What follows belongs to an exercise in optimizing a design on an open flow for small area and a short achievable clock period; a production flow would make more cautious choices. No functional check of the RTL was part of any run shown here. Power and IR drop assume default switching activity.

==> flow/design.v <==
`timescale 1ns / 1ps
module fixedFloatConversion(
  input wire clk,
  input wire rst,
  input wire[31:0] targetnumber,
  input wire[4:0] fixpointpos,
  input wire opcode,
  output reg[31:0] result);
wire        s  = targetnumber[31];
wire [30:0] t  = targetnumber[30:0];
wire        nz = |t;
wire [4:0] lz;
lzc32 ulz (.w({t ^ {31{s}}, 1'b1}), .lz(lz));
wire [9:0] d     = 10'd150 - {5'd0, fixpointpos} - {2'd0, targetnumber[30:23]};
wire       valid = (d[9:5] == 5'd0);
wire [4:0] bsh   = ~d[4:0];
wire [54:0] xa = {t, 24'd0};
wire [54:0] xb = {31'd0, 1'b1, t[22:0]};
wire [4:0]  sh = opcode ? bsh : lz;
wire ka  = ~opcode & nz;        
wire kb  = opcode & valid;
wire pa1 = ka & lz[4];
wire pa0 = ka & ~lz[4];
wire pb1 = kb & bsh[4];
wire pb0 = kb & ~bsh[4];
wire [54:16] x1 = ({39{pa1}} & xa[38:0]) | ({39{pa0}} & xa[54:16])
                | ({39{pb1}} & xb[38:0]) | ({39{pb0}} & xb[54:16]);
wire [54:24] x2 = sh[3] ? x1[46:16] : x1[54:24];
wire [54:28] x3 = sh[2] ? x2[50:24] : x2[54:28];
wire [54:30] x4 = sh[1] ? x3[52:28] : x3[54:30];
wire [54:31] y  = sh[0] ? x4[53:30] : x4[54:31];
wire st = (~sh[2] & |x2[27:24]) | (~sh[1] & |x3[29:28]) | (~sh[0] & x4[30]);
wire        cin = ~opcode & st;
wire [24:0] vp;                  
prefix_or #(.N(25)) pb (.a({y[54:31], cin}), .y(vp));
wire [23:0] low = y[54:31] ^ ({24{s}} & vp[23:0]);
wire        pow2 = s & (&(t[30:1] | ~t[29:0]));
wire [7:0]  e  = 8'd157 - {3'd0, fixpointpos} - {3'd0, lz} + {7'd0, pow2};
always @(posedge clk) begin
  result[22:0]  <= low[22:0];
  result[30:23] <= opcode ? {{7{s & vp[24]}}, low[23]} : (nz ? e : 8'd0);
  result[31]    <= s & (opcode ? vp[24] : nz);
end
endmodule
module lzc32 (
  input  wire [31:0] w,
  output wire [4:0]  lz);
  wire [15:0] z1; wire [15:0] c1;
  wire [7:0]  z2; wire [15:0] c2;
  wire [3:0]  z3; wire [11:0] c3;
  wire [1:0]  z4; wire [7:0]  c4;
  genvar i;
  generate
    for (i = 0; i < 16; i = i + 1) begin : l1
      assign z1[i] = ~(w[2*i+1] | w[2*i]);
      assign c1[i] = ~w[2*i+1];
    end
    for (i = 0; i < 8; i = i + 1) begin : l2
      assign z2[i] = z1[2*i+1] & z1[2*i];
      assign c2[2*i+1:2*i] = z1[2*i+1] ? {1'b1, c1[2*i]} : {1'b0, c1[2*i+1]};
    end
    for (i = 0; i < 4; i = i + 1) begin : l3
      assign z3[i] = z2[2*i+1] & z2[2*i];
      assign c3[3*i+2:3*i] = z2[2*i+1] ? {1'b1, c2[4*i+1:4*i]} : {1'b0, c2[4*i+3:4*i+2]};
    end
    for (i = 0; i < 2; i = i + 1) begin : l4
      assign z4[i] = z3[2*i+1] & z3[2*i];
      assign c4[4*i+3:4*i] = z3[2*i+1] ? {1'b1, c3[6*i+2:6*i]} : {1'b0, c3[6*i+5:6*i+3]};
    end
  endgenerate
  assign lz = z4[1] ? {1'b1, c4[3:0]} : {1'b0, c4[7:4]};
endmodule
module prefix_or #(parameter N = 32) (
  input  wire [N-1:0] a,
  output wire [N-1:0] y);
  localparam L = 5;               
  wire [N-1:0] p [0:L];
  assign p[0] = a;
  genvar k, i;
  generate
    for (k = 0; k < L; k = k + 1) begin : lv
      for (i = 0; i < N; i = i + 1) begin : bt
        if ((i >> k) & 1)
          assign p[k+1][i] = p[k][i] | p[k][((i >> k) << k) - 1];
        else
          assign p[k+1][i] = p[k][i];
      end
    end
  endgenerate
  assign y = p[L];
endmodule
==> flow/flow/run.sh <==
#!/bin/bash
# Standard layout with two changes:
#  - synthesis maps with the ABC script flow/map.abc (registers untouched:
#    abc runs without -dff, so the standard synthesis's flip-flops remain);
#  - the port buffers are the smallest buffer cell.
set -euo pipefail
W=$(pwd)
export BUFFER_PORTS_ARGS="-buffer_cell sky130_fd_sc_hd__buf_1"
{
  echo 'proc abc {args} {'
  echo '  set i [lsearch $args -script]'
  echo "  if {\$i >= 0} { lset args [expr {\$i+1}] $W/flow/map.abc }"
  echo '  yosys abc {*}$args'
  echo '}'
  cat "$W/synth_recipe.tcl"
} > "$W/my_synth.tcl"
sed -E "s#'?SYNTH_SCRIPT=[^ ']*'?#SYNTH_SCRIPT=$W/my_synth.tcl#" "$W/standard.sh" > "$W/my_standard.sh"
grep -q "SYNTH_SCRIPT=$W/my_synth.tcl" "$W/my_standard.sh"
bash "$W/my_standard.sh" > "$W/standard.log" 2>&1
==> flow/flow/map.abc <==
strash
dch -f
map -B 0.9
==> flow/standard.sh <==
#!/bin/bash
# synth_recipe.tcl (not shown) runs the flow's synth.tcl, then flattens the netlist and writes it again
# the make line also repeats each setting of config.mk as NAME=value (left out here)
make -C /OpenROAD-flow-scripts/flow DESIGN_CONFIG=/design/flow/config.mk WORK_HOME=/design/flow/orfs CLKGATE_MAP_FILE= SYNTH_SCRIPT=/design/flow/synth_recipe.tcl "${@:-finish}"
==> flow/config.mk <==
export PLATFORM = sky130hd
export DESIGN_NAME = fixedFloatConversion
export DESIGN_NICKNAME = fixedFloatConversion
export VERILOG_FILES = /design/flow/design.v
export SDC_FILE = /design/flow/constraint.sdc
export NUM_CORES = 4
export LEC_CHECK = 0
export ABC_AREA = 1
export CAP_MARGIN = 20
export CORE_MARGIN = 2
export CORE_UTILIZATION = 40
export SETUP_SLACK_MARGIN = 3.6
export SLEW_MARGIN = 20
export TNS_END_PERCENT = 0
==> flow/constraint.sdc <==
create_clock -name core_clock -period 9.0 [get_ports {clk}]
set_input_delay 1.8000 -clock core_clock [delete_from_list [all_inputs] [get_ports {clk}]]
set_output_delay 1.8000 -clock core_clock [all_outputs]
set_load 0.01 [all_outputs]
==> results.txt, run 1 <==
* Unrepaired setup endpoints after global routing: yes
* Finished layout cell area at 0.005893 mm^2
* Antenna diode count at 0
* Placed Cells at 1072
* Class of the most critical setup path: input port to register
* Hold Vio Cnt, Final at 0
* End point of the worst hold path: result[31]$_DFF_P_
* Max Slew Vio Count at 0
* Total nets after synthesis at 916
* Buf+Inv Stages, Crit Path at 4
* Biggest register: result
* Post-cts hold buffer count at 0
* Max Buffers Root-to-Sink at 2
* Critical Path Source Type: input port
* Cell row count at 39
* Count of distinct cell types in the synthesized netlist at 25
* Avg Cell Area, Syn at 5.425 um^2
* Clock edge transition at the registers on the reported setup and hold paths at 50 ps
* Fraction of registers with async set or reset after synthesis at 0%
* Synth-to-layout area growth at 27.06%
* Global-route total usage across every layer at 26.42%
* CP required at 9150 ps
* Number of antenna violations at the first check in global routing at 0
* Area share of the largest cell type after synthesis at 26.00%
* Crit path largest cell delay at 350 ps
* Post-synth EDFFs at 0
* Via count at 6397
* Root buf cell: clkbuf_16
* First-pass detailed-route iteration total at 6
* Global-route wire length before repair at 27280 um
* Sum Neg Setup Slack at 0 ps
* Arrival time of data at the critical path endpoint at 5320 ps
* Number of filler cells placed in the layout at 1243
* Maximum achievable frequency at 193.3 MHz
* Primary flip-flop cell chosen by synthesis mapping: dfxtp_1
* FF+latch count, synth at 32
* NumNets Final at 1018
* Min Tclk post-route at 5172 ps
* Remaining DRCs at 0
* Synthesized area at 0.004638 mm^2
* Cell Pwr Density at 157.6 mW/mm^2
* Min-Delay Path Class: input port to register
* Part of the cycle the worst path needs at 57.47%
* Ports placed on the boundary at 72
* Non-filler instance count after layout at 1101
* Result of the run: no timing/DRC/antenna violations
* HPWL Detailed at 11820 um
* Height of the die at 111.7 um
* Commonest cells in the synthesized netlist: nand3_1 (241), nand2_1 (239), clkinv_1 (94), nor2_1 (68), o21ai_0 (54)
* CTS H-tree lvls at 2
* Drt initial violations at 658
* Max-Slew Margin vs Limit at 51.08%
* Gate count of the mapped netlist at 855
* Number of warnings reported in the yosys synthesis log at 2
* CORE AREA at 0.01137 mm^2
* Largest area contributor in the netlist: nand3_1
* Worst hold path cell count at 3
* Setup violation total in the final timing report at 0
* Post-place setup slack at 1821 ps
* Biggest area contributors in the synthesized netlist: nand3_1 (26%), nand2_1 (19%), dfxtp_1 (14%)
* Vias per cell at 5.810
* Placed inst area at 0.005175 mm^2
* Post-detailed-route wirelength per cell at 15.62 um
* Static leakage at 2.461 nW
* Antenna Violating Nets Remaining at 0
* Largest register FFs at 32
* Weighted congestion reported at the end of routability-driven placement at 0.9836
* Max-capacitance violation count at 0
* CTS tree: built
* Clock buffer count from CTS at 5
* Critical Path Sink Type: register
* Critical path fanouts, max at 16
* Maximum number of pins on one net before global-route repair at 45
* Count of clock tree sinks at 32
* VDD IR max at 122.3 uV
* Total overflow reported by the global router at 0
* Count of buffers inserted at the top-level ports at 70
* Highest-delay cell along the critical path: ha_1
* Startpoint of the tightest hold check path: targetnumber[31]
* Share of cells above drive strength 1 at 9.812%
* Register area share after synthesis at 13.81%
* Die area at 0.01247 mm^2
* Biggest registers after layout: result: 32 flops
* Vias in the first global route at 5543
* Floorplan die width at 111.7 um
* Crit path setup slack, layout at 3828 ps
* Most frequent cell after synthesis: nand3_1
* Actual slew at the worst max-slew pin at 731.1 ps
* Total wire length at 17200 um
* Most used cell, CP: nand3_1
* Largest delay share family, worst path: simple AND/OR/NAND/NOR gates
* Starting utilization of the core area at 40.79%
cell families (layout without fill, tap and decap cells):
logic type               after synthesis  in the layout  share of synthesized area [%]
AND/OR/NAND/NOR                      594            599                          57.05
buffers and inverters                 94            191                          7.607
AO/OA/AOI/OAI                         86             86                          10.25
flip-flops                            32             32                          13.81
XOR/XNOR                              28             29                          5.287
adder cells (fa/ha/maj)               21             21                          5.989
area by class of cell:
type	count	area (um^2)	area share (%)
Clock buffer	6	128.9	2.187
Inverter	94	399.1	6.773
Multi-Input combinational cell	735	4035	68.47
Sequential cell	32	640.6	10.87
Clock inverter	2	35.03	0.5945
Tap cell	143	178.9	3.036
Timing Repair Buffer	89	475.5	8.068
through the flow:
step | hold WS (ps) | util [%] | power (W)
floorplan | 1911 | - | 0.0005312
CTS | 1907 | 49.55 | 0.0008935
finish | 1937 | 51.83 | 0.0009289
global route | 1959 | 51.83 | 0.001004
global placement | 2185 | 45.52 | 0.0006541
detailed placement | 2184 | 45.52 | 0.0006553
report_power, final:
| part | total, W | internal (W) | switching (W) | leakage [nW] |
|---|---|---|---|---|
| registers | 0.000195 | 0.000186 | 0.00000939 | 0.270 |
| clock network | 0.000192 | 0.000130 | 0.0000623 | 0.0808 |
| logic | 0.000542 | 0.000179 | 0.000363 | 2.11 |
tightest hold or removal path, delay by kind of cell:
kind          cells  cell delay (ps)
simple gates      2              150
buf+inv           1              200
cell usage in the layout (no fill, tap or decap), types with 6 or more instances in the layout:
cell type	netlist	layout
a21oi_1	14	12
buf_1	0	66
buf_4	0	13
clkbuf_16	0	6
clkinv_1	94	88
dfxtp_1	32	32
ha_1	19	18
nand2_1	239	227
nand2_2	0	6
nand3_1	241	231
nand3_2	0	7
nand4_1	40	40
nor2_1	68	58
nor2_4	0	8
o21ai_0	54	41
o21ai_2	0	6
xnor2_1	14	14
xor2_1	14	12
per-layer routing:
layer	share of wire [%]	up-vias	global-route usage, %	wire [um]
li1	-	3164	-	-
met1	43	2880	36.98	7436
met2	44	299	41.82	7627
met3	9.2	54	3.919	1589
met4	3.2	0	8.477	546
met5	0	-	0	0
how the worst max path moves through the flow:
stage	startpoint	end	slack, ps	cells after the start
global placement	targetnumber[31]	result[26]$_DFF_P_	1830	22
global route	fixpointpos[0]	result[28]$_DFF_P_	3550	24
CTS	fixpointpos[0]	result[27]$_DFF_P_	3600	25
detailed placement	targetnumber[31]	result[27]$_DFF_P_	1820	23
floorplan	targetnumber[29]	result[19]$_DFF_P_	3570	20
finish	fixpointpos[0]	result[26]$_DFF_P_	3830	25
timing repair:
item,in CTS,in global routing
setup buffers,5,8
pin swaps,9,14
endpoints found under the setup margin,32,28
resized for setup,42,46
gates cloned,5,3
==> run 2: changes to the inputs <==
--- a/flow/flow/run.sh
+++ b/flow/flow/run.sh
@@ -1,11 +1,14 @@
 #!/bin/bash
-# Standard layout with two changes:
+# Standard layout with three changes:
 #  - synthesis maps with the ABC script flow/map.abc (registers untouched:
 #    abc runs without -dff, so the standard synthesis's flip-flops remain);
-#  - the port buffers are the smallest buffer cell.
+#  - the port buffers are the smallest buffer cell;
+#  - no adder cells (ADDER_MAP_FILE empty): abc maps the adders as logic.
 set -euo pipefail
 W=$(pwd)
 export BUFFER_PORTS_ARGS="-buffer_cell sky130_fd_sc_hd__buf_1"
+# no half/full adder cells: the adders are left to abc as plain logic
+export ADDER_MAP_FILE=""
 {
   echo 'proc abc {args} {'
   echo '  set i [lsearch $args -script]'
==> results.txt, run 2 <==
* Synthesized area at 0.004370 mm^2 (-5.8%)
* Antenna Violating Nets Remaining at 0 (unchanged)
* Vias per cell at 5.764 (-0.80%)
* Result of the run: no timing/DRC/antenna violations
* Sum Neg Setup Slack at 0 ps (unchanged)
* Class of the most critical setup path: input port to register
* Unrepaired setup endpoints after global routing: yes
* Count of distinct cell types in the synthesized netlist at 26 (+4.0%)
* Biggest area contributors in the synthesized netlist: nand3_1 (25%), nand2_1 (20%), dfxtp_1 (15%)
* Crit path largest cell delay at 370 ps (+20 ps)
* Max Buffers Root-to-Sink at 2 (unchanged)
* Drt initial violations at 661 (+0.46%)
* Number of filler cells placed in the layout at 1203 (-3.2%)
* Hold Vio Cnt, Final at 0 (unchanged)
* FF+latch count, synth at 32 (unchanged)
* Part of the power in the clock network at 16.9% (-3.8 points)
* Critical Path Sink Type: register
* Register area share after synthesis at 14.66% (+0.85 points)
* Critical Path Sink: result[25]$_DFF_P_
* Max-Slew Margin vs Limit at 53.12% (+2.0 points)
* Critical Path Source Type: input port
* Commonest cells in the synthesized netlist: nand2_1 (229), nand3_1 (220), nor2_1 (79), clkinv_1 (65), o21ai_0 (54)
* Min-Delay Path Class: input port to register
* Placed inst area at 0.004923 mm^2 (-4.9%)
* Internal Dissipation at 0.0004367 W (-12%)
* Arrival time of data at the critical path endpoint at 5330 ps (about the same)
* CORE AREA at 0.01075 mm^2 (-5.5%)
* Clock buffer count from CTS at 5 (unchanged)
* Largest register FFs at 32 (unchanged)
* Maximum achievable frequency at 193.5 MHz (about the same)
* Starting utilization of the core area at 40.67% (-0.12 points)
* Primary flip-flop cell chosen by synthesis mapping: dfxtp_1
* Part of the total power dissipated in combinational logic at 59.8% (+1.5 points)
* Fraction of registers with async set or reset after synthesis at 0% (unchanged)
* Gate count of the mapped netlist at 819 (-4.2%)
* Part of the cycle the worst path needs at 57.43% (about the same)
* Finished layout cell area at 0.005582 mm^2 (-5.3%)
* Most frequent cells in the layout: nand2_1 (220), nand3_1 (216), nor2_1 (71)
* Number of warnings reported in the yosys synthesis log at 2 (unchanged)
* Total wire length at 16610 um (-3.4%)
* Antenna diode count at 0 (unchanged)
* Maximum number of pins on one net before global-route repair at 32 (-29%)
* Clock edge transition at the registers on the reported setup and hold paths at 70 ps (+20 ps)
* Startpoint of the worst setup timing path: targetnumber[9]
* Cell row count at 38 (-2.6%)
* HPWL Detailed at 11670 um (-1.3%)
* Most common cell after layout, fill and taps aside: nand2_1
* Number of antenna violations at the first check in global routing at 0 (unchanged)
* Post-detailed-route wirelength per cell at 15.51 um (-0.71%)
* Setup violation total in the final timing report at 0 (unchanged)
* Max-capacitance violation count at 0 (unchanged)
* Height of the die at 108.5 um (-2.8%)
* Largest area contributor in the netlist: nand3_1
* Biggest register: result
* Switching power at 0.0003973 W (-8.6%)
* CP required at 9160 ps (about the same)
* Cell Pwr Density at 149.4 mW/mm^2 (-5.2%)
* Global-route total usage across every layer at 28.43% (+2.0 points)
* Actual slew at the worst max-slew pin at 703.1 ps (-27.94 ps)
* Biggest registers after layout: result: 32 flops
* Area share of the largest cell type after synthesis at 25.19% (-0.81 points)
* NumNets Final at 970 (-4.7%)
* Total overflow reported by the global router at 0 (unchanged)
* VDD IR max at 97.75 uV (-20%)
* Most frequent cell after synthesis: nand2_1
* Critical path fanouts, max at 14 (-2)
* Share of cells above drive strength 1 at 10.96% (+1.1 points)
* Total nets after synthesis at 859 (-6.2%)
* Utilization of the core after routing at 51.94% (+0.11 points)
* Remaining DRCs at 0 (unchanged)
* Via count at 6173 (-3.5%)
* Highest-delay cell along the critical path: nor4_4
* Most used cell, CP: nor2_1
* CTS tree: built
* Cells along the critical path: buf_1 > nor2_1 > nand4_1 > nor4_4 > nor2_1 > buf_4 > nand2_1 > o21ai_0 > or2_2 > nand3_1 > nand3_1 > nand3_1 > nand2_1 > nor2_1 > nand2_1 > nor2_1 > nand3_2 > o21bai_4 > o21ai_0
* Net switching share of the total power at 47.64% (+0.84 points)
* Max Slew Vio Count at 0 (unchanged)
* Floorplan die width at 108.5 um (-2.8%)
* Vias in the first global route at 5416 (-2.3%)
* Overall power of the completed layout at 0.0008340 W (-10%)
* Synth-to-layout area growth at 27.71%
* Die area at 0.01178 mm^2 (-5.6%)
* Count of buffers inserted at the top-level ports at 70 (unchanged)
* Min Tclk post-route at 5169 ps (-3.430 ps)
* CTS H-tree lvls at 2 (unchanged)
* Static leakage at 2.358 nW (-4.2%)
* Root buf cell: clkbuf_8
* Count of clock tree sinks at 32 (unchanged)
* Post-synth EDFFs at 0 (unchanged)
* Post-cts hold buffer count at 0 (unchanged)
* First-pass detailed-route iteration total at 6 (unchanged)
* Portion of total power attributed to sequential cells at 23.3% (+2.3 points)
* Weighted congestion reported at the end of routability-driven placement at 0.9976 (+1.4%)
* Global-route wire length before repair at 26560 um (-2.7%)
* Avg Cell Area, Syn at 5.336 um^2 (-1.6%)
* Ports placed on the boundary at 72 (unchanged)
-- run 2: cell types whose count changed after synthesis, sizes merged, moves of 3 or more --
cell    change
nand2      -10
nor4        +4
nand3      -21
a21oi      +12
clkinv     -29
o221ai      +3
o211ai      +7
ha         -19
nor2       +11
xor2        +3
-- run 2: power by group through the flow --
stage,combinational (W),sequential (W),clock [W]
after global routing,0.000560,0.000200,0.000151
after detailed placement,0.000440,0.000198,0
after floorplan,0.000290,0.000223,0
after global placement,0.000439,0.000198,0
after CTS,0.000464,0.000195,0.000143
final,0.000499,0.000194,0.000141
-- run 2: how the worst min path moves through the flow --
stage	to	startpoint	depth (start not counted)	slack, ps
finish	result[31]$_DFF_P_	targetnumber[31]	3	1830
global route	result[31]$_DFF_P_	targetnumber[31]	3	1830
CTS	result[31]$_DFF_P_	targetnumber[31]	3	1890
detailed placement	result[28]	result[28]$_DFF_P_	1	2180
global placement	result[26]	result[26]$_DFF_P_	1	2180
floorplan	result[28]$_DFF_P_	opcode	1	1910
-- run 2: cells by family after synthesis --
| family | synth area share, % |
|---|---|
| buffers and inverters | 5.583 |
| AO/OA/AOI/OAI | 14.40 |
| XOR/XNOR | 5.812 |
| AND/OR/NAND/NOR | 59.55 |
| flip-flops | 14.66 |
-- run 2: layer usage --
| metal | GRT usage (%) | vias to the layer above | part of all wire, % |
|---|---|---|---|
| li1 | - | 3121 | - |
| met1 | 40.66 | 2694 | 45 |
| met2 | 42.37 | 304 | 41 |
| met3 | 5.485 | 54 | 10 |
| met4 | 9.615 | 0 | 3.2 |
| met5 | 0 | - | 0 |
-- run 2: area by class of cell --
type	count	area (um^2)	share of cell area, %
clock buffers	6	72.57	1.300
inverters	65	276.5	4.954
multi-input cells	725	3757	67.32
flip-flops and latches	32	640.6	11.48
well taps	140	175.2	3.138
repair buffers	100	615.6	11.03
repair inverters	1	8.758	0.1569
clock inverters	2	35.03	0.6277
-- run 2: worst max-delay path: cells and delay by family --
kind,cells,cell delay [ps]
buf+inv,2,420
simple gates,14,2500
compound gates,3,610
-- run 2: timing repair --
| action | in CTS | in global routing |
|---|---|---|
| hold endpoints to repair | 0 | 0 |
| pin swaps | 3 | 13 |
| cloned | 4 | 2 |
| resized for setup | 32 | 58 |
| endpoints found under the setup margin | 32 | 29 |
| buffers inserted | 4 | 16 |
-- run 2: metrics by stage --
step / hold slack [ps] / cells / setup WS (ps)
floorplan: 1906 / 819 / 3565
global placement: 2184 / 1037 / 1859
detailed placement: 2184 / 1037 / 1785
CTS: 1889 / 1053 / 3603
global route: 1825 / 1071 / 3542
finish: 1831 / 1071 / 3831

-- port drivers added, routing unchanged --
How much do the figures lean on ideal ports? The routed layouts below were timed once more, with nothing changed but the port constraints.
Step 1: set_driving_cell puts a clkbuf_16 on clk and a buf_2 on each other input, an assumption about the parent block.
Step 2 times the ports against the registers' clock, not the clock port: input delays grow and output delays shrink by t, the midpoint of the rising clock arrivals with the driver on.
a / b / c = no drivers / after step 1 / after step 2; a / b = the first two.
run | t, ns | setup slack, ns | worst hold slack (ns) | worst slew at a driven data input, ns | pins driven straight from the clock port
run 1 | 0.311 | 3.828 / 3.838 / 3.527 | 1.937 / 1.930 / 2.200 | 0.04 | 1
run 2 | 0.322 | 3.831 / 3.840 / 3.518 | 1.831 / 1.843 / 2.165 | 0.06 | 1
After both steps every run listed still meets setup and hold. For run 2, which loses most, drivers alone change the setup slack by +0.009 ns; drivers and shift together by -0.313 ns.
